This is an optimization exercise on Yosys and OpenROAD, whose aim is small area, not a production implementation. In this exercise RTL edits were held to simulation tests only and were not proved equivalent to the original. Power is estimated from default activity; no workload was simulated.

Setup of run P:
==> module diwall_top, before the edit <==
module diwall_top (
    input  logic        clk,
    input  logic        rst_n,
    input  logic [11:0] csr_addr,
    input  logic [31:0] csr_wdata,
    input  logic [63:0] hpm0,
    input  logic [63:0] hpm1,
    input  logic [63:0] hpm2,
    output logic [1:0]  alert,
    output logic        alert_jamming,
    output logic        detect_done,
    output logic        ewma_done,
    output logic        enable_detect,
    output logic [31:0] ewma_rssi
);
  logic armed;    
  logic en;       
  logic an;       
  logic dd;       
  logic init;     
  logic valid;    
  logic jam;      
  logic        v0, v1;      
  logic [30:2] rx;          
  logic        rs;          
  logic [30:0] q;           
  logic        qs;          
  logic        cy;          
  localparam int CUT = 17;
  wire csr_hit  = (csr_addr == 12'h320);
  wire arm_wr   = csr_hit & ~|csr_wdata;
  wire disarm_wr= csr_hit & &csr_wdata;
  wire busy     = en | an | (dd & init);    
  wire start    = armed & disarm_wr;
  wire ld_init  = start & ~init;
  wire ld_sum   = an & init;
  wire gt0 = (|hpm0[63:6]) | (&hpm0[5:3]);
  wire gt1 = (|hpm1[63:10]) | (hpm1[9] & (hpm1[8] | hpm1[7] |
             (hpm1[6] & (hpm1[5] | (hpm1[4] & (hpm1[3] | hpm1[2]))))));
  logic [30:0] op_r, op_a, op_b, s, c, h, g, sum;
  logic [31:0] k;
  always_comb begin
    op_r = {2'b00, rx[30:2]};
    op_a = {1'b0, q[30:1]};
    op_b = {2'b00, q[30:2]};
    s = op_r ^ op_a ^ op_b;
    c = {(op_r[29:0] & op_a[29:0]) | (op_r[29:0] & op_b[29:0]) | (op_a[29:0] & op_b[29:0]), 1'b0};
    h = s ^ c;
    g = s & c;
    k = '0;
    sum[0] = s[0];
    for (int i = 1; i < 31; i += 2) begin
      logic ci;
      ci = (i == CUT) ? cy : k[i];
      k[i+1] = g[i] | (h[i] & ci);
      sum[i] = h[i] ^ ci;
      if (i < 30) begin
        k[i+2]   = g[i+1] | (h[i+1] & g[i]) | (h[i+1] & h[i] & ci);
        sum[i+1] = h[i+1] ^ k[i+1];
      end
    end
  end
  wire all_hi = &{qs, q[30:8]};
  wire above  = all_hi & q[7] & q[6];
  wire ge_lcl = all_hi & q[7] & (q[6] | q[5] | (q[4] & (q[3] | (q[2] & q[1]))));
  wire jam_nx = above | ~ge_lcl;
  always_ff @(posedge clk, negedge rst_n) begin
    if (!rst_n) begin
      armed <= 1'b0;
      en    <= 1'b0;
      an    <= 1'b0;
      dd    <= 1'b0;
      init  <= 1'b0;
      valid <= 1'b0;
      jam   <= 1'b0;
      qs    <= 1'b0;
      q[0]  <= 1'b0;
    end else begin
      armed <= ~busy & (armed ? ~disarm_wr : arm_wr);
      en    <= start;
      an    <= en;
      dd    <= an;
      init  <= init | dd;
      valid <= valid | ld_sum;
      if (dd & init) jam <= jam_nx;
      if (ld_sum) begin
        qs   <= rs;
        q[0] <= sum[0];
      end
    end
  end
  always_ff @(posedge clk) begin
    cy <= k[CUT];
    if (en) begin
      v0 <= gt0;
      v1 <= gt1;
    end
    if (start) begin
      rs <= hpm2[31];
      rx <= hpm2[30:2];
    end
    if (ld_sum) q[30:1] <= sum[30:1];
    else if (ld_init) q[30:1] <= hpm2[30:1];
  end
  assign enable_detect = en;
  assign detect_done   = dd;
  assign ewma_done     = init ? dd : an;
  assign alert         = {dd & v0, dd & v0 & v1};
  assign alert_jamming = jam;
  assign ewma_rssi     = {qs, q[30:1] & {30{valid}}, q[0]};
endmodule
==> flow/config.mk <==
export PLATFORM = sky130hd
export DESIGN_NAME = diwall_top
export DESIGN_NICKNAME = diwall_top
export VERILOG_FILES = /design/flow/design.v
export SDC_FILE = /design/flow/constraint.sdc
export NUM_CORES = 4
export LEC_CHECK = 0
export CAP_MARGIN = 20
export CORE_MARGIN = 2
export CORE_UTILIZATION = 40
export SLEW_MARGIN = 20
==> flow/constraint.sdc <==
create_clock -name core_clock -period 5.0 [get_ports {clk}]
set_input_delay 1.0000 -clock core_clock [delete_from_list [all_inputs] [get_ports {clk}]]
set_output_delay 1.0000 -clock core_clock [all_outputs]
set_load 0.01 [all_outputs]
standard.sh (not shown) runs the stock make flow with config.mk's settings and CLKGATE_MAP_FILE= SYNTH_SCRIPT=/design/flow/synth_recipe.tcl, a recipe that flattens the netlist after the stock synthesis.
==> flow/flow/run.sh <==
#!/bin/bash
# The standard layout, with the smallest buffer (buf_1) on every input and
# output port, and a clock tree of small buffers without dummy loads.
set -euo pipefail
bash standard.sh BUFFER_PORTS_ARGS="-buffer_cell sky130_fd_sc_hd__buf_1" \
  CTS_ARGS="-sink_clustering_enable -repair_clock_nets -dont_use_dummy_load -buf_list sky130_fd_sc_hd__clkbuf_4" \
  finish > orfs_make.log 2>&1
Relative to run P, the following input files were edited for run Z:
--- a/flow/design.v
+++ b/flow/design.v
@@ -27,6 +27,7 @@
   logic        qs;          
   logic        cy;          
   localparam int CUT = 17;
+  localparam logic [30:0] LOOK = 31'h22a8aaa2;
   wire csr_hit  = (csr_addr == 12'h320);
   wire arm_wr   = csr_hit & ~|csr_wdata;
   wire disarm_wr= csr_hit & &csr_wdata;
@@ -49,14 +50,16 @@
     g = s & c;
     k = '0;
     sum[0] = s[0];
-    for (int i = 1; i < 31; i += 2) begin
+    for (int i = 1; i < 31; i++) begin
       logic ci;
-      ci = (i == CUT) ? cy : k[i];
-      k[i+1] = g[i] | (h[i] & ci);
-      sum[i] = h[i] ^ ci;
-      if (i < 30) begin
-        k[i+2]   = g[i+1] | (h[i+1] & g[i]) | (h[i+1] & h[i] & ci);
-        sum[i+1] = h[i+1] ^ k[i+1];
+      if (!LOOK[i-1]) begin
+        ci = (i == CUT) ? cy : k[i];
+        k[i+1] = g[i] | (h[i] & ci);
+        sum[i] = h[i] ^ ci;
+        if (LOOK[i]) begin
+          k[i+2]   = g[i+1] | (h[i+1] & g[i]) | (h[i+1] & h[i] & ci);
+          sum[i+1] = h[i+1] ^ k[i+1];
+        end
       end
     end
   end
--- outcome ---
Run Z against run P: post-synthesis to final-layout area growth rose by 0.25 points; clock distribution area overhead in the final layout stayed essentially flat; wire length of the first global-routing pass fell by 8.9%; share of the cycle needed by the critical path after routing rose by 16 points; total power fell by 0.012 mW.
Of run P and run Z, the lower setup slack of the critical path after layout belongs to run Z.
Summary of the comparison: relative slew slack is higher in run Z, relative to run P.
[compare] base=run P new=run Z: area after detailed placement moved down, area after synthesis fell 2.7%, final instance area went down 2.5%, routed wire length down 2.0 mm, cell count saw a decrease.

separate check: timing with driven ports:
No port has a modelled driver above. Below, the same layouts with a new extraction and two added sets of constraints. Step 1, drivers: a clkbuf_16 drives clk and a buf_2 each remaining input, both assumed. Step 2 also shifts input and output timing later by t, the mid clock arrival at the registers, as if the neighbouring blocks saw the same clock. Slacks: ideal ports / drivers / drivers and shift; pairs: ideal ports / drivers.
| run | t, ns | slack for setup (ns) | hold WS [ns] | worst register clock-pin slew, ns |
|---|---|---|---|---|
| run P | 0.449 | 1.153 / 1.153 / 1.153 | 0.438 / 0.438 / 0.438 | 0.11 / 0.11 |
| run Z | 0.419 | 0.340 / 0.340 / 0.340 | 0.397 / 0.397 / 0.397 | 0.12 / 0.12 |
After both steps every run listed still meets setup and hold.
